Context: an optimization exercise on an open-source flow, tuned for small area and a short achievable clock period. The choices shown serve that exercise and are no tape-out recipe. RTL that was checked went through simulation tests only; none was proved equivalent to the original. For runs 1 and 5 to 7, only the layout was checked, not whether the RTL still works. No activity file was given, so power comes from the tool's default toggle rates.

==> flow/design.v (outline; a module is shown in full before it is edited, if it fits) <==
// module rdy_gate: 3 lines
// module nor3m: 3 lines
// module ao_en: 3 lines
// module perceptron_ctrl: 33 lines
// module perceptron_dp: 1103 lines
// module booth_enc: 4 lines
// module ao22m: 3 lines
// module oa22m: 3 lines
// module invm: 3 lines
// module oai22m: 3 lines
// module nor2m: 3 lines
// module or2m: 3 lines
// module xor2m: 3 lines
// module xnor2m: 3 lines
// module fa: 4 lines
// module ha: 4 lines
// module perceptron_top: 44 lines
module perceptron_top #(
    parameter WIDTH = 16
  ) (
    input clk,
    input reset,
    input      val_i,
    output     rdy_o,
    output     val_o,
    input      rdy_i,
    input  [1:0] W1W0b_en_i,
    input        b_i,
    input        W0_i,
    input        W1_i,
    input signed [WIDTH-1:0] X0_i,
    input signed [WIDTH-1:0] X1_i,
    output     Y_o
);
  // ...
==> flow/flow/run.sh <==
#!/bin/bash
# The standard layout (standard.sh: unchanged synthesis and steps), with
#  - the port buffers made of a plain buffer cell instead of the delay buffer
#    that buffer_ports picks by default, and
#  - setup repair limited to resizing gates and swapping pins (no buffer
#    insertion or gate cloning).
# ORFS keeps each step's full log under orfs/logs/; make's own output goes to
# make.log here.
set -euo pipefail
bash standard.sh BUFFER_PORTS_ARGS="-buffer_cell sky130_fd_sc_hd__buf_1" \
  SETUP_MOVE_SEQUENCE="unbuffer,sizeup,swap" finish > make.log 2>&1
==> flow/standard.sh <==
#!/bin/bash
# synth_recipe.tcl (not shown) runs the flow's synth.tcl, then flattens the netlist and writes it again
# the make line also repeats each setting of config.mk as NAME=value (left out here)
make -C /OpenROAD-flow-scripts/flow DESIGN_CONFIG=/design/flow/config.mk WORK_HOME=/design/flow/orfs CLKGATE_MAP_FILE= SYNTH_SCRIPT=/design/flow/synth_recipe.tcl "${@:-finish}"
==> flow/config.mk <==
export PLATFORM = sky130hd
export DESIGN_NAME = perceptron_top
export DESIGN_NICKNAME = perceptron_top
export VERILOG_FILES = /design/flow/design.v
export SDC_FILE = /design/flow/constraint.sdc
export NUM_CORES = 4
export LEC_CHECK = 0
export CAP_MARGIN = 20
export CORE_MARGIN = 2
export CORE_UTILIZATION = 55
export CTS_BUF_LIST = sky130_fd_sc_hd__clkbuf_8
export SETUP_SLACK_MARGIN = 4.6
export SLEW_MARGIN = 20
export SYNTH_HIERARCHICAL = 1
export SYNTH_MINIMUM_KEEP_SIZE = 0
==> flow/constraint.sdc <==
create_clock -name core_clock -period 9.0 [get_ports {clk}]
set_input_delay 1.8000 -clock core_clock [delete_from_list [all_inputs] [get_ports {clk}]]
set_output_delay 1.8000 -clock core_clock [all_outputs]
set_load 0.01 [all_outputs]
==> out/results.ini, run 1 <==
[floorplanning]
die_area_um2 = 26900
row_count = 58
start_util_pct = 55.9

[global_routing]
busiest_layer = met2
use_met2_pct = 56.9

[layout]
layout_commonest_cell = xor2_1
n_all_buffers = 53
largest_register_ffs = 27
n_all_inverters = 41
multi_input_area_um2 = 11600
syn2layout_area_growth_pct = 10.6

[yosys]
ys.flop_type = dfxtp_1
synth_top_area_share_pct = 34.1
yosys.area.top_type = fa_1
synth_cell_types = 46

[pwr]
pwr-share-seq_pct = 13.8
irDropWorstVdd_v = 0.000676
p_per_area_nw_per_um2 = 504
p_comb_share_pct = 79.3

[placement]
dp_hpwl_mm = 31.6

[worst_setup_path]
endpoint_kind = flip-flop
crit_buf_inv = 0
r2r_end = dp.cs[23]
cp.depth = 12
regToRegSetupSlack_ps = 4690
critPathLaunch = dp.wn0[15]
worstPathRequired_ps = 9360

[clock_network]
holdBufCountCts = 0
cts.sinks = 125

[run_status]
status = complete, no violations

==> module booth_enc, before the edit <==
module booth_enc (input xh, input xm, input xl, output one, output two);
  assign one = xm ^ xl;
  assign two = (xh ^ xm) & ~(xm ^ xl);
endmodule
==> inputs of run 2 (changes only) <==
--- a/flow/design.v
+++ b/flow/design.v
@@ -65,35 +65,35 @@
 oa22m u_w0d [15:0] (.a({wn0[14:0], ~W0_i}), .b(shn_w0), .c(wn0), .d(hon_w0), .y(wn0_d));
 ao22m u_bd  [15:0] (.a({b[14:0],  b_i}),   .b(sh_b),   .c(b),   .d(ho_b),   .y(b_d));
 always @ (posedge clk)
 begin
   wn1 <= wn1_d;
   wn0 <= wn0_d;
   b   <= b_d;
 end
-wire [7:0] neg0_d, one0_d, two0_d, neg1_d, one1_d, two1_d;
+wire [7:0] neg0_d, onen0_d, twon0_d, neg1_d, onen1_d, twon1_d;
 genvar gi;
 generate for (gi = 0; gi < 8; gi = gi + 1) begin : g_enc
   booth_enc u_e0 (.xh(X0_i[2*gi+1]), .xm(X0_i[2*gi]), .xl(gi == 0 ? 1'b0 : X0_i[(gi == 0 ? 0 : 2*gi-1)]),
-                  .one(one0_d[gi]), .two(two0_d[gi]));
+                  .onen(onen0_d[gi]), .twon(twon0_d[gi]));
   assign neg0_d[gi] = X0_i[2*gi+1];
   booth_enc u_e1 (.xh(X1_i[2*gi+1]), .xm(X1_i[2*gi]), .xl(gi == 0 ? 1'b0 : X1_i[(gi == 0 ? 0 : 2*gi-1)]),
-                  .one(one1_d[gi]), .two(two1_d[gi]));
+                  .onen(onen1_d[gi]), .twon(twon1_d[gi]));
   assign neg1_d[gi] = X1_i[2*gi+1];
 end endgenerate
 reg [7:0] neg0, onen0, twon0, neg1, onen1, twon1;
 wire [7:0] neg0_n, onen0_n, twon0_n, neg1_n, onen1_n, twon1_n;
 wire en_hold = ~en_ingress;
 ao22m u_hneg0 [7:0] (.a(neg0_d), .b(en_ingress), .c(neg0), .d(en_hold), .y(neg0_n));
-ao22m u_honen0 [7:0] (.a(~one0_d), .b(en_ingress), .c(onen0), .d(en_hold), .y(onen0_n));
-ao22m u_htwon0 [7:0] (.a(~two0_d), .b(en_ingress), .c(twon0), .d(en_hold), .y(twon0_n));
+ao22m u_honen0 [7:0] (.a(onen0_d), .b(en_ingress), .c(onen0), .d(en_hold), .y(onen0_n));
+ao22m u_htwon0 [7:0] (.a(twon0_d), .b(en_ingress), .c(twon0), .d(en_hold), .y(twon0_n));
 ao22m u_hneg1 [7:0] (.a(neg1_d), .b(en_ingress), .c(neg1), .d(en_hold), .y(neg1_n));
-ao22m u_honen1 [7:0] (.a(~one1_d), .b(en_ingress), .c(onen1), .d(en_hold), .y(onen1_n));
-ao22m u_htwon1 [7:0] (.a(~two1_d), .b(en_ingress), .c(twon1), .d(en_hold), .y(twon1_n));
+ao22m u_honen1 [7:0] (.a(onen1_d), .b(en_ingress), .c(onen1), .d(en_hold), .y(onen1_n));
+ao22m u_htwon1 [7:0] (.a(twon1_d), .b(en_ingress), .c(twon1), .d(en_hold), .y(twon1_n));
 always @ (posedge clk)
 begin
   neg0 <= neg0_n; onen0 <= onen0_n; twon0 <= twon0_n;
   neg1 <= neg1_n; onen1 <= onen1_n; twon1 <= twon1_n;
 end
 wire sel1, p2, sel3, p4, sel5, p6, sel7, p8, sel9, p10, sel11, p12;
 wire sel13, p14, sel15, p16, sel17, p18, sel19, p20, sel21, p22, sel23, p24;
 wire sel25, p26, sel27, p28, sel29, p30, sel31, p32, sel33, p34, sel35, p36;
@@ -1138,19 +1138,19 @@
 assign G1197 = G1192 | (P1193 & G1190);
 assign P1198 = P1193 & P1191;
 assign G1199 = G1195 | (P1196 & G1194);
 assign G1200 = cs[25] | (cs[26] & G1197);
 assign P1201 = cs[26] & P1198;
 assign G1202 = G1200 | (P1201 & G1199);
 assign Y_o = ~(1'b1 ^ G1202);
 endmodule
-module booth_enc (input xh, input xm, input xl, output one, output two);
-  assign one = xm ^ xl;
-  assign two = (xh ^ xm) & ~(xm ^ xl);
+module booth_enc (input xh, input xm, input xl, output onen, output twon);
+  assign onen = ~(xm ^ xl);
+  assign twon = ~((xh ^ xm) & ~(xm ^ xl));
 endmodule
 module ao22m (input a, input b, input c, input d, output y);
   assign y = (a & b) | (c & d);
 endmodule
 module oa22m (input a, input b, input c, input d, output y);
   assign y = (a | b) & (c | d);
 endmodule
 module invm (input a, output y);
==> flow/config.mk (replaced) <==
export PLATFORM = sky130hd
export DESIGN_NAME = perceptron_top
export DESIGN_NICKNAME = perceptron_top
export VERILOG_FILES = /design/flow/design.v
export SDC_FILE = /design/flow/constraint.sdc
export NUM_CORES = 4
export LEC_CHECK = 0
export CAP_MARGIN = 20
export CORE_MARGIN = 2
export CORE_UTILIZATION = 68
export CTS_BUF_LIST = sky130_fd_sc_hd__clkbuf_8
export SETUP_SLACK_MARGIN = 4.6
export SLEW_MARGIN = 20
export SYNTH_HIERARCHICAL = 1
export SYNTH_MINIMUM_KEEP_SIZE = 0
==> out/results.ini, run 2 <==
[yosys]
synth_edf_count = 0
synth_cell_types = 48  ; +4.3%
avgSynthCellArea_um2 = 11.3
yosys_warnings = 8
seq_area_frac_synth_pct = 17.9
ys.flop_type = dfxtp_1
postSynthCellCount = 1234
synthTopCellsByCount = o22ai_1 (262), xor2_1 (256), fa_1 (240)
synth_area_leaders = fa_1 (34%), dfxtp_1 (18%), xor2_1 (16%), o22ai_1 (12%), a22o_1 (5.7%)
synth_top_area_share_pct = 34.5  ; +0.35 points
async_flop_share_pct = 0
synth_area_um2 = 13900
ys_ff_latch = 125
synth.most_common_cell = o22ai_1
yosys.area.top_type = fa_1

[timing]
slew_headroom_pct = 39.1
fin_crit_ps = 4350
skew_ps = 25.6
fmax_mhz = 230
fin_crit_sh_pct = 48.3
hold_violations = 0
slew_violations = 0
whs_ps = 478
tightest_slew_ps = 911
rsz0062_at_grt = true
setup_viol = 0
fin_setup_tns_ps = 0

[worst_hold_path]
hold_class = reg -> reg

[clock_network]
clkTransAtPathRegs_ps = 110
cts_tree = built
cts_buffer_depth = 2
clk_latency_ps = 480
h-tree-depth = 4
holdBufCountCts = 0  ; unchanged
cts.sinks = 125  ; unchanged
numCtsBuffers = 17
root_buffer = clkbuf_8

[layout]
drive_above_1_share_pct = 15.5
num-fill-cells = 1344
final_area_um2 = 15600
syn2layout_area_growth_pct = 12.0
diodes = 0
layout_commonest_cell = xor2_1
final_cell_mix = xor2_1 (247), o22ai_1 (245), fa_1 (217), a22o_1 (91), dfxtp_4 (67)
fin_nets = 1615
regMostFlops = dp.cs
layout.cells.non_filler = 1594
final_util_pct = 77.4
largest_register_ffs = 27  ; unchanged

[global_routing]
grt.overflow.total = 0
grt_first_pass_wirelength_mm = 68.0
grt_usage_pct = 41.4
grt_pass1_vias = 12099
grt_start_max_net_pins = 50
antenna_found_initial = 0

[route]
wirelength_mm = 43.4
ant_nets = 0
drt-initial-drc-count = 1589
routedWlPerCell_um = 27.2
vias = 11677
vias_per_cell = 7.33
drc_errors = 0
first_pass_iters = 8

[pwr]
irDropWorstVdd_v = 0.000525  ; -22%
pwr-share-seq_pct = 13.3  ; -0.5 points
p_leak_nw = 6.66
switching_share_pct = 44.9
power.switching_mw = 3.65
clock_power_share_pct = 6.7
p_per_area_nw_per_um2 = 521  ; +3.3%
intPower_mw = 4.48
p_comb_share_pct = 80.0  ; +0.7 points

[run_status]
status = complete, no violations

[worst_setup_path]
worstPathRequired_ps = 9360  ; about the same
path_class = reg -> reg
endpoint_kind = flip-flop
arrival_ps = 4720
critical_path.max_fanout = 19
cp-start-kind = flip-flop

[floorplanning]
die_area_um2 = 21700  ; -19%
core_um2 = 20200
fp.dieH_um = 147
row_count = 52  ; -10%
start_util_pct = 69.1  ; +13 points
chipWidth_um = 147
pin_count = 44

[placement]
gp_congestion = 0.997
dp_hpwl_mm = 30.3  ; -4.1%
dpl-instance-area_um2 = 14600
dpl.cell_count = 1562
io_buffers = 43

[flow_run]
max_cap_viol_count = 0

[run 2: cell types whose count changed after synthesis, sizes merged, moves of 2 or more]
cell,previous run,this run
a21oi,11,26
and3b,0,16
inv,41,9
nand2b,17,1
nand3b,17,1
nor2,28,44
o21ai,20,4
o22ai,264,262
xnor2,25,41
xor2,272,256
[run 2: cell families after synthesis]
group,after synthesis,share of synthesized area (%)
fa+ha+maj,266,36.7
other cells,1,0.0269
mux,1,0.0718
compound gates,445,22.7
flops,125,17.9
simple gates,90,3.56
buf+inv,9,0.242
xor+xnor,297,18.7
[run 2: layout make-up]
cell class	instances	area, um^2	area share [%]
Clock buffer	17	234	1.50
Clock inverter	15	186	1.19
Inverter	9	33.8	0.216
Multi-Input combinational cell	1105	11800	75.4
Sequential cell	125	2770	17.7
Tap cell	270	338	2.16
Timing Repair Buffer	53	288	1.84
[run 2: critical path, stage by stage (launching register included)]
cell     delay [ps]
dfxtp_4         610
fa_1            530
fa_2            560
fa_2            450
fa_2            370
fa_1            460
fa_1            560
ha_4            210
a31oi_2         150
nor2_1           60
a22o_1          240
[run 2: per-module statistics from Yosys, one instance, submodules excluded, excerpt]
module,flip-flops and latches,area [um^2],copies in the design
perceptron_ctrl,2,92.6,1
booth_enc,0,30.0,16
rdy_gate,0,18.8,1
ha,0,12.5,23
ao22m,0,8.76,91
xnor2m,0,8.76,25
xor2m,0,8.76,256
or2m,0,6.26,9
oai22m,0,6.26,256
nor2m,0,3.75,16
[run 2: final timing paths]
| kind | from | endpoint | slack, ps | cells after the start |
|---|---|---|---|---|
| setup reg to reg | dp.neg1[6] | dp.cs[3] | 4650 | 10 |
| hold reg to reg | ctrl.val_o_reg | ctrl.val_o | 480 | 2 |
| hold / removal | ctrl.val_o_reg | ctrl.val_o | 480 | 2 |
| setup / recovery | dp.neg1[6] | dp.cs[3] | 4650 | 10 |
[run 2: stage by stage]
| step | setup slack (ps) | power [mW] |
|---|---|---|
| 5_1_grt | 4520 | 8.94 |
| 3_5_place_dp | 4080 | 7.29 |
| 2_1_floorplan | 4630 | 5.78 |
| 3_3_place_gp | 4140 | 7.00 |
| 6_report | 4650 | 8.13 |
| 4_1_cts | 4590 | 7.90 |
[run 2: routing by layer]
| layer | track usage (%) | vias up | routed length (um) |
|---|---|---|---|
| met5 | 0 | - | 0 |
| met4 | 24.9 | 0 | 3000 |
| met3 | 7.27 | 209 | 4060 |
| met2 | 66.0 | 888 | 20900 |
| met1 | 53.2 | 5754 | 15500 |
| li1 | - | 4826 | - |
[run 2: timing repair]
action / in CTS / in global routing
setup buffers: 0 / 0
pin swaps: 1 / 29
setup endpoints to repair: 24 / 18
gates resized for setup: 109 / 97
[run 2: power groups by stage]
stage / combinational (mW) / sequential (mW) / clock (mW)
2_1_floorplan: 4.80 / 0.980 / 0
3_3_place_gp: 5.94 / 1.06 / 0
3_5_place_dp: 6.23 / 1.06 / 0
4_1_cts: 6.30 / 1.06 / 0.550
5_1_grt: 7.27 / 1.10 / 0.569
6_report: 6.50 / 1.08 / 0.543
==> inputs of run 3 (changes only) <==
--- a/flow/config.mk
+++ b/flow/config.mk
@@ -9,5 +9,5 @@
 export CORE_MARGIN = 2
-export CORE_UTILIZATION = 68
+export CORE_UTILIZATION = 55
 export CTS_BUF_LIST = sky130_fd_sc_hd__clkbuf_8
-export SETUP_SLACK_MARGIN = 4.6
+export SETUP_SLACK_MARGIN = 4.3
 export SLEW_MARGIN = 20
==> out/results.ini, run 3 <==
[global_routing]
antenna_found_initial = 0  ; unchanged
grt.overflow.total = 0  ; unchanged
grt_first_pass_wirelength_mm = 68.4  ; +0.63%
grt_usage_pct = 34.4  ; -7.0 points
grt_pass1_vias = 11529  ; -4.7%
grt_start_max_net_pins = 50  ; unchanged

[flow_run]
max_cap_viol_count = 0  ; unchanged

[layout]
layout_commonest_cell = o22ai_1
final_cell_mix = o22ai_1 (262), xor2_1 (256), fa_1 (240), a22o_1 (91), dfxtp_2 (61)
largest_register_ffs = 27  ; unchanged
fin_nets = 1627  ; +0.74%
regMostFlops = dp.cs
syn2layout_area_growth_pct = 9.43
drive_above_1_share_pct = 11.2  ; -4.3 points
diodes = 0  ; unchanged

[floorplanning]
fp.dieH_um = 163  ; +11%
row_count = 58  ; +12%
die_area_um2 = 26600  ; +23%
pin_count = 44  ; unchanged
start_util_pct = 55.7  ; -13 points
core_um2 = 25000  ; +24%
chipWidth_um = 163  ; +11%

[pwr]
irDropWorstVdd_v = 0.000704  ; +34%
p_leak_nw = 6.64  ; -0.26%
p_per_area_nw_per_um2 = 510  ; -2.0%

[placement]
dp_hpwl_mm = 32.0  ; +5.5%
place_ws_ps = 4030  ; -44.3 ps
gp_congestion = 0.958  ; -3.9%
io_buffers = 43  ; unchanged

[yosys]
async_flop_share_pct = 0  ; unchanged
synthTopCellsByCount = o22ai_1 (262), xor2_1 (256), fa_1 (240)
ys_ff_latch = 125  ; unchanged
ys.flop_type = dfxtp_1
synth.most_common_cell = o22ai_1
synth_top_area_share_pct = 34.5  ; unchanged
synth_area_leaders = fa_1 (34%), dfxtp_1 (18%), xor2_1 (16%), o22ai_1 (12%), a22o_1 (5.7%)
yosys_warnings = 8  ; unchanged
seq_area_frac_synth_pct = 17.9  ; unchanged
synth_cell_types = 48  ; unchanged
avgSynthCellArea_um2 = 11.3  ; unchanged
synth_edf_count = 0  ; unchanged
yosys.area.top_type = fa_1
postSynthCellCount = 1234  ; unchanged
synth_area_um2 = 13900  ; unchanged

[route]
ant_nets = 0  ; unchanged
routedWlPerCell_um = 26.2  ; -3.6%
drt-initial-drc-count = 1086  ; -32%
wirelength_mm = 43.7  ; +0.72%
first_pass_iters = 5  ; -3
drc_errors = 0  ; unchanged
vias = 11084  ; -5.1%
vias_per_cell = 6.65  ; -9.2%

[clock_network]
cts.sinks = 125  ; unchanged
postCtsSetupBuffers = 0  ; unchanged
holdBufCountCts = 0  ; unchanged
clkTransAtPathRegs_ps = 110  ; about the same
numCtsBuffers = 17  ; unchanged
cts_tree = built
cts_buffer_depth = 2  ; unchanged
clk_latency_ps = 480  ; about the same
h-tree-depth = 4  ; unchanged
root_buffer = clkbuf_8

[worst_setup_path]
critPathLaunch = dp.onen0[4]
arrival_ps = 4970  ; +250 ps
worst-r2r-cell-count = 12  ; +2
regToRegSetupSlack_ps = 4390  ; -260 ps
worstPathRequired_ps = 9360  ; about the same
endpoint = dp.cs[23]
critical_path.max_fanout = 18  ; -1
cp-start-kind = flip-flop
r2r_end = dp.cs[23]
endpoint_kind = flip-flop
reg2reg_from = dp.onen0[4]
path_class = reg -> reg

[run_status]
status = complete, no violations

[timing]
rsz0062_at_grt = true
slew_violations = 0  ; unchanged
final.setup.worst_slack_ps = 4390  ; -261 ps
fin_setup_tns_ps = 0  ; unchanged
skew_ps = 32.7  ; +7.06 ps
hold_violations = 0  ; unchanged
setup_viol = 0  ; unchanged
whs_ps = 471  ; -6.60 ps
fin_crit_sh_pct = 51.2  ; +2.9 points
tightest_slew_ps = 998  ; +86.9 ps
fin_crit_ps = 4610  ; +261 ps
slew_headroom_pct = 33.2  ; -5.9 points
fmax_mhz = 217  ; -5.7%

[worst_hold_path]
hold_class = reg -> reg

run 3: worst min-delay path by stage:
| stage | startpoint | end | slack [ps] | cells past startpoint |
|---|---|---|---|---|
| 2_1_floorplan | dp.cs[0] | dp.cs[0] | 430 | 1 |
| 3_3_place_gp | ctrl.val_o_reg | ctrl.val_o | 460 | 2 |
| 6_report | ctrl.val_o_reg | ctrl.val_o | 470 | 2 |
| 4_1_cts | ctrl.val_o_reg | ctrl.val_o | 480 | 2 |
| 3_5_place_dp | dp.cs[23] | dp.cs[23] | 460 | 1 |
| 5_1_grt | dp.neg1[2] | dp.neg1[2] | 500 | 1 |
run 3: logic make-up after synthesis:
| family | synth area share [%] |
|---|---|
| AO/OA/AOI/OAI | 22.7 |
| multiplexers | 0.0718 |
| flip-flops | 17.9 |
| buffers and inverters | 0.242 |
| AND/OR/NAND/NOR | 3.56 |
| adder cells (fa/ha/maj) | 36.7 |
| other | 0.0269 |
| XOR/XNOR | 18.7 |
run 3: critical path: stages (launching register included):
cell and delay (ps):
dfxtp_2 620, o22ai_1 180, xor2_1 190, fa_1 550
fa_1 460, fa_1 390, fa_1 460, fa_1 420
fa_1 430, a31oi_1 190, nor2_1 60, maj3_1 350
a22o_1 230
run 3: area by class of cell:
class / instances / area, um^2
multi-input cells: 1105 / 11400
inverters: 9 / 33.8
fillers: 2160 / 9780
clock inverters: 15 / 200
clock buffers: 17 / 234
repair buffers: 65 / 327
well taps: 330 / 413
flip-flops and latches: 125 / 2600
run 3: metrics by stage:
stage / instance area [um^2] / power [mW] / cells / util (%)
4_1_cts: 15200 / 7.86 / 1666 / 60.8
2_1_floorplan: 14000 / 5.78 / 1239 / -
5_1_grt: 15300 / 8.68 / 1666 / 60.9
3_5_place_dp: 14700 / 7.26 / 1634 / 58.8
3_3_place_gp: 14700 / 7.14 / 1634 / 58.8
6_report: 15300 / 7.78 / 1666 / 60.9
run 3: metal layers:
layer | track usage, % | vias up | share of wire, %
li1 | - | 4833 | -
met1 | 45.8 | 5594 | 41
met2 | 55.1 | 545 | 47
met3 | 4.77 | 112 | 6.9
met4 | 17.5 | 0 | 5.3
met5 | 0 | - | 0
run 3: repair_timing:
item                                    in CTS  in global routing
endpoints found under the setup margin       9                 14
resized for setup                           52                 21
cloned                                       0                  0
run 3: power by group:
part	total [mW]	leakage [nW]	switching, mW	internal, mW
Sequential	1.01	1.03	0.239	0.774
Combinational	6.22	5.41	2.90	3.32
Clock	0.550	0.210	0.310	0.239
Total	7.78	6.64	3.45	4.33
run 3: per-module statistics from Yosys (local to each module, per instance), excerpt:
module	copies in the design	cells	area (um^2)	flip-flops and latches
oa22m	32	1	8.76	0
ha	23	1	12.5	0
booth_enc	16	4	30.0	0
ao_en	1	2	11.3	0
or2m	9	1	6.26	0
xnor2m	25	1	8.76	0
perceptron_ctrl	1	8	92.6	2
nor3m	1	1	10.0	0
nor2m	16	1	3.75	0
perceptron_dp	1	209	2980	123
==> inputs of run 4 (changes only) <==
--- a/flow/config.mk
+++ b/flow/config.mk
@@ -11,3 +11,3 @@
 export CTS_BUF_LIST = sky130_fd_sc_hd__clkbuf_8
-export SETUP_SLACK_MARGIN = 4.3
+export SETUP_SLACK_MARGIN = 4.6
 export SLEW_MARGIN = 20
==> out/results.ini, run 4 <==
[layout]
regMostFlops = dp.cs
syn2layout_area_growth_pct = 10.8
layout_commonest_cell = xor2_1
drive_above_1_share_pct = 12.9  ; +1.7 points
diodes = 0  ; unchanged
final_cell_mix = xor2_1 (256), o22ai_1 (255), fa_1 (225), a22o_1 (91), dfxtp_4 (68)
fin_nets = 1618  ; -0.55%
largest_register_ffs = 27  ; unchanged

[pwr]
p_leak_nw = 6.62  ; -0.26%
p_per_area_nw_per_um2 = 510  ; about the same
total_power_mw = 7.88  ; +1.2%
irDropWorstVdd_v = 0.00101  ; +44%

[floorplanning]
chipWidth_um = 163  ; unchanged
core_um2 = 25000  ; unchanged
die_area_um2 = 26600  ; unchanged
fp.dieH_um = 163  ; unchanged
pin_count = 44  ; unchanged
row_count = 58  ; unchanged
start_util_pct = 55.7  ; unchanged

[timing]
slew_violations = 0  ; unchanged
rsz0062_at_grt = true
skew_ps = 19.7  ; -13.0 ps
fin_crit_sh_pct = 48.2  ; -3.0 points
fmax_mhz = 230  ; +6.3%
setup_viol = 0  ; unchanged
final.setup.worst_slack_ps = 4660  ; +273 ps
hold_violations = 0  ; unchanged
slew_headroom_pct = 34.1  ; +0.93 points
fin_setup_tns_ps = 0  ; unchanged
tightest_slew_ps = 988  ; -9.58 ps
fin_crit_ps = 4340  ; -273 ps

[yosys]
postSynthCellCount = 1234  ; unchanged
ys.flop_type = dfxtp_1
ys_ff_latch = 125  ; unchanged
synth_area_um2 = 13900  ; unchanged
synth_edf_count = 0  ; unchanged
avgSynthCellArea_um2 = 11.3  ; unchanged
synth_cell_types = 48  ; unchanged
async_flop_share_pct = 0  ; unchanged
yosys_warnings = 8  ; unchanged
seq_area_frac_synth_pct = 17.9  ; unchanged
synth_top_area_share_pct = 34.5  ; unchanged
synth.most_common_cell = o22ai_1
synth_area_leaders = fa_1 (34%), dfxtp_1 (18%), xor2_1 (16%), o22ai_1 (12%), a22o_1 (5.7%)
yosys.area.top_type = fa_1
synthTopCellsByCount = o22ai_1 (262), xor2_1 (256), fa_1 (240)

[route]
wirelength_mm = 44.3  ; +1.5%
routedWlPerCell_um = 26.8  ; +2.0%
ant_nets = 0  ; unchanged
vias_per_cell = 6.78  ; +2.0%
drc_errors = 0  ; unchanged
vias = 11242  ; +1.4%
first_pass_iters = 6  ; +1
drt-initial-drc-count = 1260  ; +16%

[worst_setup_path]
endpoint_kind = output port
slowest_stage = a2111oi_4
path_cells = buf_1 > inv_1 > a2111oi_4 > buf_1
arrival_ps = 2540  ; -2430 ps
regToRegSetupSlack_ps = 4670  ; +280 ps
crit_buf_inv = 3  ; +3
path_class = in -> out
critical_path.max_fanout = 3  ; -15
max_stage_delay_ps = 320  ; -300 ps
worstPathRequired_ps = 7200  ; -2160 ps
cpMostUsedCell = buf_1
crit_family = buffers and inverters
cp-start-kind = input pin

[clock_network]
clk_latency_ps = 480  ; about the same
cts_buffer_depth = 2  ; unchanged
root_buffer = clkbuf_8
numCtsBuffers = 17  ; unchanged
postCtsSetupBuffers = 0  ; unchanged
clkTransAtPathRegs_ps = 100  ; about the same
h-tree-depth = 4  ; unchanged
cts_tree = built
cts.sinks = 125  ; unchanged

[run_status]
status = complete, no violations

[global_routing]
grt_first_pass_wirelength_mm = 69.5  ; +1.6%
grt_start_max_net_pins = 50  ; unchanged
antenna_found_initial = 0  ; unchanged
grt.overflow.total = 0  ; unchanged
grt_pass1_vias = 11624  ; +0.82%
grt_usage_pct = 35.1  ; +0.72 points

[placement]
place_ws_ps = 4020  ; -16.0 ps
dp_hpwl_mm = 31.7  ; -0.93%
gp_congestion = 0.907  ; -5.3%
io_buffers = 43  ; unchanged

[worst_hold_path]
hold_class = reg -> reg

[flow_run]
max_cap_viol_count = 0  ; unchanged

[run 4: layout make-up]
cell class	instances	area, um^2
Clock buffer	17	234
Clock inverter	15	170
Fill cell	2124	9590
Inverter	9	33.8
Multi-Input combinational cell	1105	11600
Sequential cell	125	2760
Tap cell	330	413
Timing Repair Buffer	56	272
[run 4: kinds of logic after synthesis]
| kind of cell | count (synthesis) | synth area share [%] |
|---|---|---|
| flops | 125 | 17.9 |
| other cells | 1 | 0.0269 |
| compound gates | 445 | 22.7 |
| simple gates | 90 | 3.56 |
| buf+inv | 9 | 0.242 |
| fa+ha+maj | 266 | 36.7 |
| xor+xnor | 297 | 18.7 |
| mux | 1 | 0.0718 |
[run 4: power by group]
part | switching, mW | internal, mW
Clock | 0.304 | 0.234
Sequential | 0.315 | 0.776
Combinational | 2.85 | 3.40
Total | 3.47 | 4.41
[run 4: worst paths after layout]
| path | startpoint | end | depth (start not counted) |
|---|---|---|---|
| worst max-delay path | rdy_i | rdy_o | 4 |
| worst min-delay path | ctrl.val_o_reg | ctrl.val_o | 2 |
| worst max register to register | dp.neg1[6] | dp.cs[12] | 9 |
| worst min register to register | ctrl.val_o_reg | ctrl.val_o | 2 |
[run 4: what timing repair did]
action / in CTS / in global routing
setup endpoints to repair: 25 / 14
cloned: 0 / 0
hold buffers: 0 / 0
gates resized for setup: 103 / 52
pin swaps: 2 / 7
[run 4: modules after synthesis (local to each module, per instance), excerpt]
module	flops+latches	times used	cell area [um^2]	cells
xor2m	0	256	8.76	1
fa	0	240	20.0	1
ao_en	0	1	11.3	2
oa22m	0	32	8.76	1
or2m	0	9	6.26	1
ha	0	23	12.5	1
nor2m	0	16	3.75	1
booth_enc	0	16	30.0	4
oai22m	0	256	6.26	1
perceptron_ctrl	2	1	92.6	8
ao22m	0	91	8.76	1
[run 4: metrics by stage]
| stage | instances | util, % | instance area (um^2) | hold slack [ps] |
|---|---|---|---|---|
| after floorplan | 1239 | - | 14000 | 435 |
| after detailed placement | 1625 | 58.6 | 14700 | 457 |
| after global routing | 1657 | 61.7 | 15400 | 503 |
| after CTS | 1657 | 61.0 | 15300 | 475 |
| final | 1657 | 61.7 | 15400 | 476 |
| after global placement | 1625 | 58.6 | 14700 | 451 |
[run 4: tightest hold or removal path, stage by stage, from the launching register on]
cell	delay [ps]
dfxtp_1	330
inv_1	60
a21boi_2	40
[run 4: per-layer routing]
layer,global-route usage [%],wire (um)
met5,0,0
met2,57.5,21200
met4,18.9,2730
met1,45.2,17200
met3,4.98,3130
==> module rdy_gate, before the edit <==
module rdy_gate (input rdy_i, input busy, input reset, input [1:0] en, output rdy);
  assign rdy = (rdy_i | ~busy) & ~(reset | en[1] | en[0]);
endmodule
==> inputs of run 5 (changes only) <==
--- a/flow/design.v
+++ b/flow/design.v
@@ -1,3 +1,15 @@
 module rdy_gate (input rdy_i, input busy, input reset, input [1:0] en, output rdy);
-  assign rdy = (rdy_i | ~busy) & ~(reset | en[1] | en[0]);
+  wire t1, t2;
+  nor2c  u_t1 (.a(reset), .b(en[1]), .y(t1));
+  rdy_t2 u_t2 (.a(en[0]), .b(busy), .c(rdy_i), .y(t2));
+  and2c  u_rd (.a(t1), .b(t2), .y(rdy));
+endmodule
+module nor2c (input a, input b, output y);
+  assign y = ~(a | b);
+endmodule
+module rdy_t2 (input a, input b, input c, output y);
+  assign y = ~(a | (b & ~c));
+endmodule
+module and2c (input a, input b, output y);
+  assign y = a & b;
 endmodule
==> out/results.ini, run 5 <==
[timing]
slew_headroom_pct = 32.1  ; -2.0 points
hold_violations = 0  ; unchanged
fmax_mhz = 231  ; about the same
whs_ps = 469  ; -6.48 ps
slew_violations = 0  ; unchanged
rsz0062_at_grt = true
fin_crit_ps = 4340  ; -1.36 ps
fin_crit_sh_pct = 48.2  ; about the same
skew_ps = 23.7  ; +3.99 ps
fin_setup_tns_ps = 0  ; unchanged
final.setup.worst_slack_ps = 4660  ; +1.36 ps
setup_viol = 0  ; unchanged
tightest_slew_ps = 1020  ; +29.9 ps

[global_routing]
busiest_layer = met2
met3_usage_pct = 4.75  ; -0.23 points
antenna_found_initial = 0  ; unchanged
met1_usage_pct = 44.4  ; -0.80 points
use_met2_pct = 56.3  ; -1.2 points
grt_usage_pct = 34.2  ; -0.87 points
grt_first_pass_wirelength_mm = 68.1  ; -2.1%
grt_pass1_vias = 11479  ; -1.2%
grt.overflow.total = 0  ; unchanged
grt_start_max_net_pins = 49  ; -2.0%

[layout]
layout.cells.non_filler = 1659  ; +0.12%
diodes = 0  ; unchanged
final_area_um2 = 15400  ; -0.29%
largest_register_ffs = 27  ; unchanged
final_util_pct = 61.5  ; -0.18 points
num-fill-cells = 2159  ; +1.6%
regMostFlops = dp.cs
drive_above_1_share_pct = 12.3  ; -0.55 points
syn2layout_area_growth_pct = 10.4
layout_commonest_cell = xor2_1
fin_nets = 1620  ; +0.12%
regArea_um2 = 2750  ; -0.59%
multi_input_area_um2 = 11500  ; -0.27%
final_cell_mix = xor2_1 (256), o22ai_1 (255), fa_1 (229), a22o_1 (91), dfxtp_4 (62)

[floorplanning]
chipWidth_um = 163  ; about the same
row_count = 58  ; unchanged
pin_count = 44  ; unchanged
core_um2 = 25000  ; unchanged
die_area_um2 = 26600  ; about the same
start_util_pct = 55.7  ; about the same
fp.dieH_um = 163  ; about the same

[worst_setup_path]
worst-r2r-cell-count = 12  ; +3
reg2reg_from = dp.wn1[8]
r2r_end = dp.cs[23]
cp-start-kind = flip-flop
critPathLaunch = dp.wn1[8]
critical_path.max_fanout = 18  ; +15
arrival_ps = 4710  ; +2170 ps
worstPathRequired_ps = 9380  ; +2180 ps
endpoint = dp.cs[23]
path_class = reg -> reg
regToRegSetupSlack_ps = 4660  ; about the same
endpoint_kind = flip-flop

[pwr]
pwr-share-seq_pct = 13.8  ; about the same
p_leak_nw = 6.62  ; about the same
total_power_mw = 7.81  ; -0.79%
irDropWorstVdd_v = 0.000842  ; -17%
switching_share_pct = 44.2  ; +0.13 points
p_comb_share_pct = 79.3  ; about the same
intPower_mw = 4.36  ; -1.0%
power.switching_mw = 3.45  ; -0.50%
clock_power_share_pct = 6.8  ; about the same
p_per_area_nw_per_um2 = 507  ; -0.50%

[clock_network]
numCtsBuffers = 17  ; unchanged
clk_latency_ps = 470  ; about the same
cts.sinks = 125  ; unchanged
cts_tree = built
clkTransAtPathRegs_ps = 100  ; about the same
h-tree-depth = 4  ; unchanged
cts_buffer_depth = 2  ; unchanged
root_buffer = clkbuf_8

[placement]
place_ws_ps = 4060  ; +43.2 ps
gp_congestion = 0.907  ; about the same
io_buffers = 43  ; unchanged
dp_hpwl_mm = 31.3  ; -1.2%
dpl-instance-area_um2 = 14700  ; about the same
dpl.cell_count = 1627  ; +0.12%

[flow_run]
max_cap_viol_count = 0  ; unchanged

[route]
ant_nets = 0  ; unchanged
vias_per_cell = 6.80  ; +0.29%
first_pass_iters = 5  ; -1
vias = 11288  ; +0.41%
routedWlPerCell_um = 26.3  ; -1.7%
drc_errors = 0  ; unchanged
drt-initial-drc-count = 1184  ; -6.0%
wirelength_mm = 43.7  ; -1.6%

[yosys]
synthTopCellsByCount = o22ai_1 (262), xor2_1 (256), fa_1 (240)
yosys_warnings = 8  ; unchanged
postSynthCellCount = 1236  ; +0.16%
synth_top_area_share_pct = 34.4  ; about the same
synth_area_um2 = 13900  ; about the same
yosys.area.top_type = fa_1
async_flop_share_pct = 0  ; unchanged
seq_area_frac_synth_pct = 17.9  ; about the same
synth_edf_count = 0  ; unchanged
synth_cell_types = 47  ; -2.1%
avgSynthCellArea_um2 = 11.3  ; -0.13%
synth_area_leaders = fa_1 (34%), dfxtp_1 (18%), xor2_1 (16%), o22ai_1 (12%), a22o_1 (5.7%)
synth.most_common_cell = o22ai_1
ys.flop_type = dfxtp_1
ys_ff_latch = 125  ; unchanged

[run_status]
status = complete, no violations

[worst_hold_path]
hold_class = reg -> reg

[run 5: cell types whose count changed after synthesis, sizes merged]
cell	before	now
a21oi	26	27
nor2	44	45
a2111oi	1	0
and2	3	4
[run 5: per-layer routing]
metal  up-vias  wire, um
met3       125      2900
met5         -         0
met2       575     21000
met1      5744     17300
li1       4844         -
met4         0      2390
[run 5: final cells by class]
type                    instances  share of cell area (%)
multi-input cells            1107                    74.9
well taps                     330                    2.68
flip-flops and latches        125                    17.8
repair buffers                 56                    1.80
inverters                       9                   0.219
clock buffers                  17                    1.52
clock inverters                15                    1.08
[run 5: cells by family after synthesis]
kind of cell             count (synthesis)  synth area share (%)
other                                    1                0.0269
adder cells (fa/ha/maj)                266                  36.7
AO/OA/AOI/OAI                          445                  22.7
XOR/XNOR                               297                  18.7
buffers and inverters                    9                 0.242
multiplexers                             1                0.0718
AND/OR/NAND/NOR                         92                  3.63
flip-flops                             125                  17.9
[run 5: per-module statistics from Yosys, one instance, submodules excluded, excerpt]
module | cells | area [um^2] | flip-flops and latches
oai22m | 1 | 6.26 | 0
ao22m | 1 | 8.76 | 0
perceptron_ctrl | 8 | 92.6 | 2
nor2m | 1 | 3.75 | 0
nor3m | 1 | 10.0 | 0
perceptron_dp | 209 | 2980 | 123
[run 5: worst max-delay path: stages (launching register included)]
cell and delay, ps:
dfxtp_2 590, o22ai_1 150, xor2_1 190, fa_1 460
fa_1 400, fa_1 450, fa_1 470, fa_2 350
fa_2 370, a31oi_1 180, nor2_1 60, maj3_1 350
a22o_1 230
[run 5: what timing repair did]
item / 4_1_cts / 5_1_grt
cloned: 0 / 0
pin swaps: 0 / 7
hold buffers: 0 / 0
endpoints found under the setup margin: 24 / 17
setup buffers: 0 / 0
gates resized for setup: 82 / 62
[run 5: how the worst min path moves through the flow]
stage | slack [ps] | depth (start not counted) | start | to
after floorplan | 430 | 1 | dp.cs[0] | dp.cs[0]
after CTS | 480 | 2 | ctrl.val_o_reg | ctrl.val_o
after detailed placement | 450 | 1 | dp.cs[0] | dp.cs[0]
after global placement | 450 | 1 | dp.cs[0] | dp.cs[0]
after global routing | 500 | 1 | dp.cs[0] | dp.cs[0]
final | 470 | 2 | ctrl.val_o_reg | ctrl.val_o
[run 5: power by group through the flow]
| stage | sequential [mW] | clock (mW) | combinational, mW |
|---|---|---|---|
| CTS | 1.07 | 0.546 | 6.23 |
| floorplan | 0.980 | 0 | 4.80 |
| detailed placement | 1.07 | 0 | 6.21 |
| global placement | 1.07 | 0 | 6.10 |
| finish | 1.08 | 0.533 | 6.20 |
| global route | 1.10 | 0.569 | 6.99 |
==> inputs of run 6 (changes only) <==
--- a/flow/config.mk
+++ b/flow/config.mk
@@ -11,3 +11,3 @@
 export CTS_BUF_LIST = sky130_fd_sc_hd__clkbuf_8
-export SETUP_SLACK_MARGIN = 4.6
+export SETUP_SLACK_MARGIN = 4.45
 export SLEW_MARGIN = 20
==> out/results.ini, run 6 <==
[run_status]
status = complete, no violations

[route]
drt-initial-drc-count = 1116  ; -5.7%
first_pass_iters = 5  ; unchanged
wirelength_mm = 43.9  ; +0.66%
ant_nets = 0  ; unchanged
routedWlPerCell_um = 26.3  ; about the same
vias = 11185  ; -0.91%
drc_errors = 0  ; unchanged
vias_per_cell = 6.70  ; -1.6%

[floorplanning]
row_count = 58  ; unchanged
core_um2 = 25000  ; unchanged
fp.dieH_um = 163  ; unchanged
start_util_pct = 55.7  ; unchanged
chipWidth_um = 163  ; unchanged
pin_count = 44  ; unchanged
die_area_um2 = 26600  ; unchanged

[worst_hold_path]
hold_class = reg -> reg
min_to = dp.cs[2]
min_path_cells = 1  ; -1
hold_path_startpoint = dp.cs[2]

[placement]
dp_hpwl_mm = 31.2  ; -0.33%
dpl-instance-area_um2 = 14700  ; +0.41%
io_buffers = 43  ; unchanged
gp_congestion = 0.907  ; about the same
place_ws_ps = 4010  ; -46.2 ps

[yosys]
synth.most_common_cell = o22ai_1
synth_cell_types = 47  ; unchanged
synth_top_family_by_area = adder cells
synth_top_area_share_pct = 34.4  ; unchanged
async_flop_share_pct = 0  ; unchanged
synth_edf_count = 0  ; unchanged
muxShareOfSynthArea_pct = 0.0718  ; unchanged
avgSynthCellArea_um2 = 11.3  ; unchanged
synth_area_um2 = 13900  ; unchanged
synthAdderAreaFrac_pct = 36.7  ; unchanged
seq_area_frac_synth_pct = 17.9  ; unchanged
synth-compound-area-share_pct = 22.7  ; unchanged
synthTopCellsByCount = o22ai_1 (262), xor2_1 (256), fa_1 (240)
ys_ff_latch = 125  ; unchanged
yosys.area.top_type = fa_1
yosys_warnings = 8  ; unchanged
yosys.area_share.simple_pct = 3.63  ; unchanged
postSynthCellCount = 1236  ; unchanged
ys.flop_type = dfxtp_1
synth_xor_area_share_pct = 18.7  ; unchanged
synth_area_leaders = fa_1 (34%), dfxtp_1 (18%), xor2_1 (16%), o22ai_1 (12%), a22o_1 (5.7%)

[layout]
multi_input_area_um2 = 11500  ; -0.56%
final_area_um2 = 15500  ; +0.46%
layout_commonest_cell = o22ai_1
final_cell_mix = o22ai_1 (260), xor2_1 (256), fa_1 (238), a22o_1 (91), dfxtp_1 (58)
regMostFlops = dp.cs
num-fill-cells = 2150  ; -0.42%
diodes = 0  ; unchanged
regArea_um2 = 2710  ; -1.2%
drive_above_1_share_pct = 11.6  ; -0.77 points
syn2layout_area_growth_pct = 10.9
largest_register_ffs = 27  ; unchanged
fin_nets = 1631  ; +0.68%

[timing]
slew_violations = 0  ; unchanged
fmax_mhz = 223  ; -3.1%
fin_crit_ps = 4470  ; +137 ps
final.setup.worst_slack_ps = 4530  ; -137 ps
hold_violations = 0  ; unchanged
fin_crit_sh_pct = 49.7  ; +1.5 points
skew_ps = 25.4  ; +1.68 ps
fin_setup_tns_ps = 0  ; unchanged
rsz0062_at_grt = true
tightest_slew_ps = 1010  ; -7.15 ps
slew_headroom_pct = 32.3  ; +0.18 points
setup_viol = 0  ; unchanged

[pwr]
p_leak_nw = 6.71  ; +1.3%
p_per_area_nw_per_um2 = 506  ; -0.16%
irDropWorstVdd_v = 0.000795  ; -5.5%

[global_routing]
antenna_found_initial = 0  ; unchanged
grt.overflow.total = 0  ; unchanged
grt_first_pass_wirelength_mm = 69.1  ; +1.4%
grt_start_max_net_pins = 50  ; +2.0%
grt_pass1_vias = 11763  ; +2.5%
grt_usage_pct = 34.6  ; +0.37 points

[flow_run]
max_cap_viol_count = 0  ; unchanged

[clock_network]
cts.sinks = 125  ; unchanged
h-tree-depth = 4  ; unchanged
holdBufCountCts = 0  ; unchanged
postCtsSetupBuffers = 0  ; unchanged
root_buffer = clkbuf_8
clkTransAtPathRegs_ps = 110  ; about the same
cts_tree = built
cts_buffer_depth = 2  ; unchanged
numCtsBuffers = 17  ; unchanged
clk_latency_ps = 480  ; about the same

[worst_setup_path]
crit_family = adder cells
r2r_end = dp.cs[12]
cp-start-kind = flip-flop
critical_path.max_fanout = 13  ; -5
regToRegSetupSlack_ps = 4530  ; -140 ps
endpoint_kind = flip-flop
path_class = reg -> reg
cpMostUsedCell = fa_1
max_stage_delay_ps = 480  ; -110 ps
worstPathRequired_ps = 9360  ; -20 ps
crit_buf_inv = 1  ; +1
slowest_stage = fa_1
path_cells = buf_6 > fa_1 > fa_1 > fa_1 > fa_1 > fa_1 > fa_1 > fa_1 > fa_1 > a22o_1
reg2reg_from = dp.neg1[6]
arrival_ps = 4830  ; +120 ps
worst-r2r-cell-count = 10  ; -2

## run 6: cell count changes in the layout (fill, tap and decap cells not counted), sizes merged
cell,delta
clkinvlp,-2
inv,-4
bufinv,+1
clkinv,+5
buf,+11
## run 6: metrics by stage
stage / hold WS (ps) / total power [mW] / std cells / utilization, %
detailed placement: 450 / 7.25 / 1638 / 58.9
floorplan: 435 / 5.78 / 1241 / -
global placement: 452 / 7.13 / 1638 / 58.9
CTS: 484 / 7.87 / 1670 / 61.0
finish: 485 / 7.84 / 1670 / 61.8
global route: 501 / 8.68 / 1670 / 61.8
## run 6: layout make-up
type,count,share of cell area (%)
sequential,125,17.5
clock buffer,17,1.51
timing repair buffer,67,2.50
tap,330,2.67
inverter,9,0.218
multi-input combinational,1107,74.1
clock inverter,15,1.46
## run 6: routing by layer
metal	vias to the layer above	track usage [%]	wire length, um
met3	120	4.09	3060
met2	574	57.5	21300
li1	4858	-	-
met5	-	0	0
met4	0	16.9	2200
met1	5633	45.1	17400
## run 6: power breakdown
group          internal (mW)  total, mW  switching (mW)
clock                  0.268      0.583           0.314
combinational           3.34       6.23            2.89
sequential             0.773       1.02           0.249
total                   4.38       7.84            3.45
## run 6: worst max-delay path by stage
stage                     slack (ps)         to   startpoint  cells past startpoint
final                           4530  dp.cs[12]   dp.neg1[6]                     10
after floorplan                 4500  dp.cs[23]   dp.neg0[5]                     11
after global routing            4430  dp.cs[23]  dp.onen0[4]                     12
after CTS                       4400  dp.cs[23]  dp.onen0[5]                     12
after detailed placement        4010  dp.cs[23]  dp.onen1[4]                     12
after global placement          4090  dp.cs[23]   dp.neg0[4]                     11
## run 6: per-module statistics from Yosys (local to each module, per instance), excerpt
module	cell area, um^2	cells inside	flip-flops and latches	copies in the design
and2c	6.26	1	0	1
ao22m	8.76	1	0	91
ao_en	11.3	2	0	1
booth_enc	30.0	4	0	16
fa	20.0	1	0	240
ha	12.5	1	0	23
nor2c	3.75	1	0	1
nor2m	3.75	1	0	16
nor3m	10.0	1	0	1
oa22m	8.76	1	0	32
oai22m	6.26	1	0	256
perceptron_ctrl	92.6	8	2	1
perceptron_dp	2980	209	123	1
rdy_t2	12.5	2	0	1
xnor2m	8.76	1	0	25
xor2m	8.76	1	0	256
## run 6: what timing repair did
item	in CTS	in global routing
setup endpoints to repair	18	11
pin swaps	0	4
resized for setup	65	68
## run 6: kinds of logic after synthesis
family | Yosys count
other | 1
and+or+nand+nor | 92
AOI/OAI and AO/OA | 445
buffers and inverters | 9
muxes | 1
DFF | 125
adders and majority gates | 266
xor gates and xnor gates | 297
==> inputs of run 7 (changes only) <==
--- a/flow/config.mk
+++ b/flow/config.mk
@@ -11,3 +11,3 @@
 export CTS_BUF_LIST = sky130_fd_sc_hd__clkbuf_8
-export SETUP_SLACK_MARGIN = 4.45
+export SETUP_SLACK_MARGIN = 4.75
 export SLEW_MARGIN = 20
==> out/results.ini, run 7 <==
[timing]
whs_ps = 478  ; -6.40 ps
hold_violations = 0  ; unchanged
fin_crit_sh_pct = 48.0  ; -1.7 points
skew_ps = 33.2  ; +7.81 ps
setup_viol = 0  ; unchanged
slew_headroom_pct = 37.8  ; +5.5 points
fin_crit_ps = 4320  ; -151 ps
fin_setup_tns_ps = 0  ; unchanged
slew_violations = 0  ; unchanged
fmax_mhz = 231  ; +3.5%
rsz0062_at_grt = true
final.setup.worst_slack_ps = 4680  ; +151 ps
tightest_slew_ps = 934  ; -77.5 ps

[route]
drt-initial-drc-count = 1238  ; +11%
drc_errors = 0  ; unchanged
first_pass_iters = 5  ; unchanged
vias_per_cell = 6.92  ; +3.3%
routedWlPerCell_um = 27.3  ; +3.7%
wirelength_mm = 45.1  ; +2.6%
vias = 11425  ; +2.1%
ant_nets = 0  ; unchanged

[global_routing]
grt_first_pass_wirelength_mm = 70.2  ; +1.6%
antenna_found_initial = 0  ; unchanged
grt.overflow.total = 0  ; unchanged
grt_usage_pct = 35.2  ; +0.63 points
grt_start_max_net_pins = 51  ; +2.0%
grt_pass1_vias = 11753  ; -0.085%

[clock_network]
h-tree-depth = 4  ; unchanged
clkTransAtPathRegs_ps = 100  ; about the same
numCtsBuffers = 17  ; unchanged
cts_tree = built
cts.sinks = 125  ; unchanged
root_buffer = clkbuf_8
cts_buffer_depth = 2  ; unchanged
clk_latency_ps = 480  ; about the same

[yosys]
ys.flop_type = dfxtp_1
postSynthCellCount = 1236  ; unchanged
synth_top_area_share_pct = 34.4  ; unchanged
synth_area_leaders = fa_1 (34%), dfxtp_1 (18%), xor2_1 (16%), o22ai_1 (12%), a22o_1 (5.7%)
avgSynthCellArea_um2 = 11.3  ; unchanged
synth.most_common_cell = o22ai_1
yosys_warnings = 8  ; unchanged
synth_area_um2 = 13900  ; unchanged
async_flop_share_pct = 0  ; unchanged
yosys.area.top_type = fa_1
ys_ff_latch = 125  ; unchanged
synthTopCellsByCount = o22ai_1 (262), xor2_1 (256), fa_1 (240)
synth_cell_types = 47  ; unchanged
seq_area_frac_synth_pct = 17.9  ; unchanged
synth_edf_count = 0  ; unchanged

[layout]
diodes = 0  ; unchanged
final_area_um2 = 15800  ; +2.3%
multi_input_area_um2 = 12000  ; +4.3%
regArea_um2 = 2790  ; +2.7%
drive_above_1_share_pct = 19.1  ; +7.6 points
syn2layout_area_growth_pct = 13.5
num-fill-cells = 2104  ; -2.1%
final_util_pct = 63.2  ; +1.4 points
regMostFlops = dp.cs
fin_nets = 1613  ; -1.1%
largest_register_ffs = 27  ; unchanged
layout_commonest_cell = xor2_1
final_cell_mix = xor2_1 (244), o22ai_1 (223), fa_1 (190), a22o_1 (91), dfxtp_4 (75)

[pwr]
p_leak_nw = 6.66  ; -0.60%
switching_share_pct = 44.2  ; +0.10 points
irDropWorstVdd_v = 0.000701  ; -12%
p_comb_share_pct = 78.5  ; -1.0 points
intPower_mw = 4.42  ; +0.91%
clock_power_share_pct = 7.1  ; -0.3 points
p_per_area_nw_per_um2 = 500  ; -1.2%
pwr-share-seq_pct = 14.4  ; +1.4 points
power.switching_mw = 3.50  ; +1.3%

[worst_setup_path]
max_stage_delay_ps = 630  ; +150 ps
reg2reg_from = dp.neg0[6]
worst-r2r-cell-count = 9  ; -1
regToRegSetupSlack_ps = 4680  ; +150 ps
endpoint_kind = flip-flop
slowest_stage = dfxtp_4
r2r_end = dp.cs[4]
cp-start-kind = flip-flop
worstPathRequired_ps = 9350  ; about the same
cpMostUsedCell = fa_1
path_class = reg -> reg
path_cells = fa_1 > fa_2 > fa_1 > fa_2 > fa_1 > fa_1 > ha_1 > o22a_1 > a22o_1
arrival_ps = 4670  ; -160 ps
critical_path.max_fanout = 19  ; +6

[flow_run]
max_cap_viol_count = 0  ; unchanged

[placement]
dpl-instance-area_um2 = 14700  ; -0.42%
gp_congestion = 0.884  ; -2.5%
dp_hpwl_mm = 30.7  ; -1.7%
place_ws_ps = 4200  ; +190 ps
io_buffers = 43  ; unchanged

[worst_hold_path]
hold_class = reg -> reg
min_to = dp.cs[2]
hold_path_startpoint = dp.cs[2]
min_path_cells = 1  ; unchanged

[floorplanning]
row_count = 58  ; unchanged
die_area_um2 = 26600  ; unchanged
chipWidth_um = 163  ; unchanged
core_um2 = 25000  ; unchanged
start_util_pct = 55.7  ; unchanged
pin_count = 44  ; unchanged
fp.dieH_um = 163  ; unchanged

[run_status]
status = complete, no violations

[run 7: cell counts after synthesis]
No cell type changed its count.
[run 7: worst max-delay path by stage]
stage | startpoint | end | slack, ps | depth (start not counted)
4_1_cts | dp.neg1[6] | dp.cs[4] | 4690 | 9
3_3_place_gp | dp.onen1[7] | dp.cs[23] | 4220 | 12
6_report | dp.neg0[6] | dp.cs[4] | 4680 | 9
5_1_grt | dp.onen1[4] | dp.cs[23] | 4570 | 12
2_1_floorplan | dp.wn0[13] | dp.cs[23] | 4750 | 12
3_5_place_dp | dp.onen1[7] | dp.cs[23] | 4200 | 12
[run 7: kinds of logic after synthesis]
kind of cell	synth area share (%)
other	0.0269
XOR/XNOR	18.7
flip-flops	17.9
AO/OA/AOI/OAI	22.7
multiplexers	0.0718
buffers and inverters	0.242
adder cells (fa/ha/maj)	36.7
AND/OR/NAND/NOR	3.63
[run 7: power by group through the flow]
stage | sequential (mW) | combinational (mW) | clock (mW)
finish | 1.14 | 6.22 | 0.559
global route | 1.15 | 7.05 | 0.595
CTS | 1.11 | 6.18 | 0.571
detailed placement | 1.12 | 6.10 | 0
global placement | 1.12 | 5.97 | 0
floorplan | 0.985 | 4.80 | 0
[run 7: layer usage]
layer	track usage, %	vias up	wire length (um)	share of wire [%]
met1	45.2	5793	16900	37
met2	57.7	674	22000	49
met4	19.1	0	2530	5.6
met5	0	-	0	0
met3	5.10	137	3690	8.2
li1	-	4821	-	-
[run 7: final cells by class]
cell class | count | share of cell area, %
Clock buffer | 17 | 1.48
Clock inverter | 15 | 1.20
Inverter | 9 | 0.213
Multi-Input combinational cell | 1107 | 75.5
Sequential cell | 125 | 17.6
Tap cell | 330 | 2.61
Timing Repair Buffer | 49 | 1.38
[run 7: metrics by stage]
stage	instances	total power, mW
2_1_floorplan	1241	5.78
3_3_place_gp	1620	7.09
3_5_place_dp	1620	7.22
4_1_cts	1652	7.87
5_1_grt	1652	8.80
6_report	1652	7.92
[run 7: Yosys stat by module, one instance, submodules excluded, excerpt]
module	cells	times used	cell area (um^2)
nor2c	1	1	3.75
oai22m	1	256	6.26
perceptron_dp	209	1	2980
fa	1	240	20.0
oa22m	1	32	8.76
booth_enc	4	16	30.0
ha	1	23	12.5
xnor2m	1	25	8.76
perceptron_ctrl	8	1	92.6
nor2m	1	16	3.75
ao22m	1	91	8.76
rdy_t2	2	1	12.5
nor3m	1	1	10.0
xor2m	1	256	8.76
[run 7: critical path: cells and delay by family, from the launching register on]
kind            cells  cell delay [ps]
fa+ha+maj           7             3110
flops               1              630
compound gates      2              450
[run 7: repair_timing]
item | CTS | global route
hold endpoints to repair | 0 | 0
endpoints found under the setup margin | 26 | 19
setup buffers | 0 | 0
gates resized for setup | 113 | 99
hold buffers | 0 | 0
pin swaps | 5 | 39

## afterwards: timing with drivers on the ports
How much do the figures lean on ideal ports? The routed layouts below were timed once more, with nothing changed but the port constraints. Step 1 (the two cells are an assumption about what drives the block):
set clk [get_ports {clk}]
set_driving_cell -lib_cell sky130_fd_sc_hd__clkbuf_16 $clk
set_driving_cell -lib_cell sky130_fd_sc_hd__buf_2 [delete_from_list [all_inputs] $clk]
Step 2 times the ports against the registers' clock, not the clock port: input delays grow and output delays shrink by t, the midpoint of the rising clock arrivals with the driver on. Slacks: ideal / step 1 / step 2; pairs: ideal / step 1.
| run | shift t [ns] | slack for setup (ns) | slew at the worst register clock pin (ns) |
|---|---|---|---|
| run 1 | 0.504 | 4.687 / 4.667 / 4.667 | 0.10 / 0.10 |
| run 2 | 0.518 | 4.649 / 4.649 / 4.649 | 0.12 / 0.12 |
| run 3 | 0.508 | 4.388 / 4.388 / 4.388 | 0.12 / 0.12 |
| run 4 | 0.518 | 4.662 / 4.638 / 4.638 | 0.10 / 0.10 |
| run 5 | 0.505 | 4.663 / 4.663 / 4.663 | 0.11 / 0.11 |
| run 6 | 0.514 | 4.526 / 4.526 / 4.526 | 0.11 / 0.11 |
| run 7 | 0.511 | 4.677 / 4.677 / 4.677 | 0.12 / 0.12 |
After both steps every run listed still meets setup and hold. The setup slack of run 4, which loses most, moves by -0.024 ns with the drivers and by -0.024 ns with both steps.
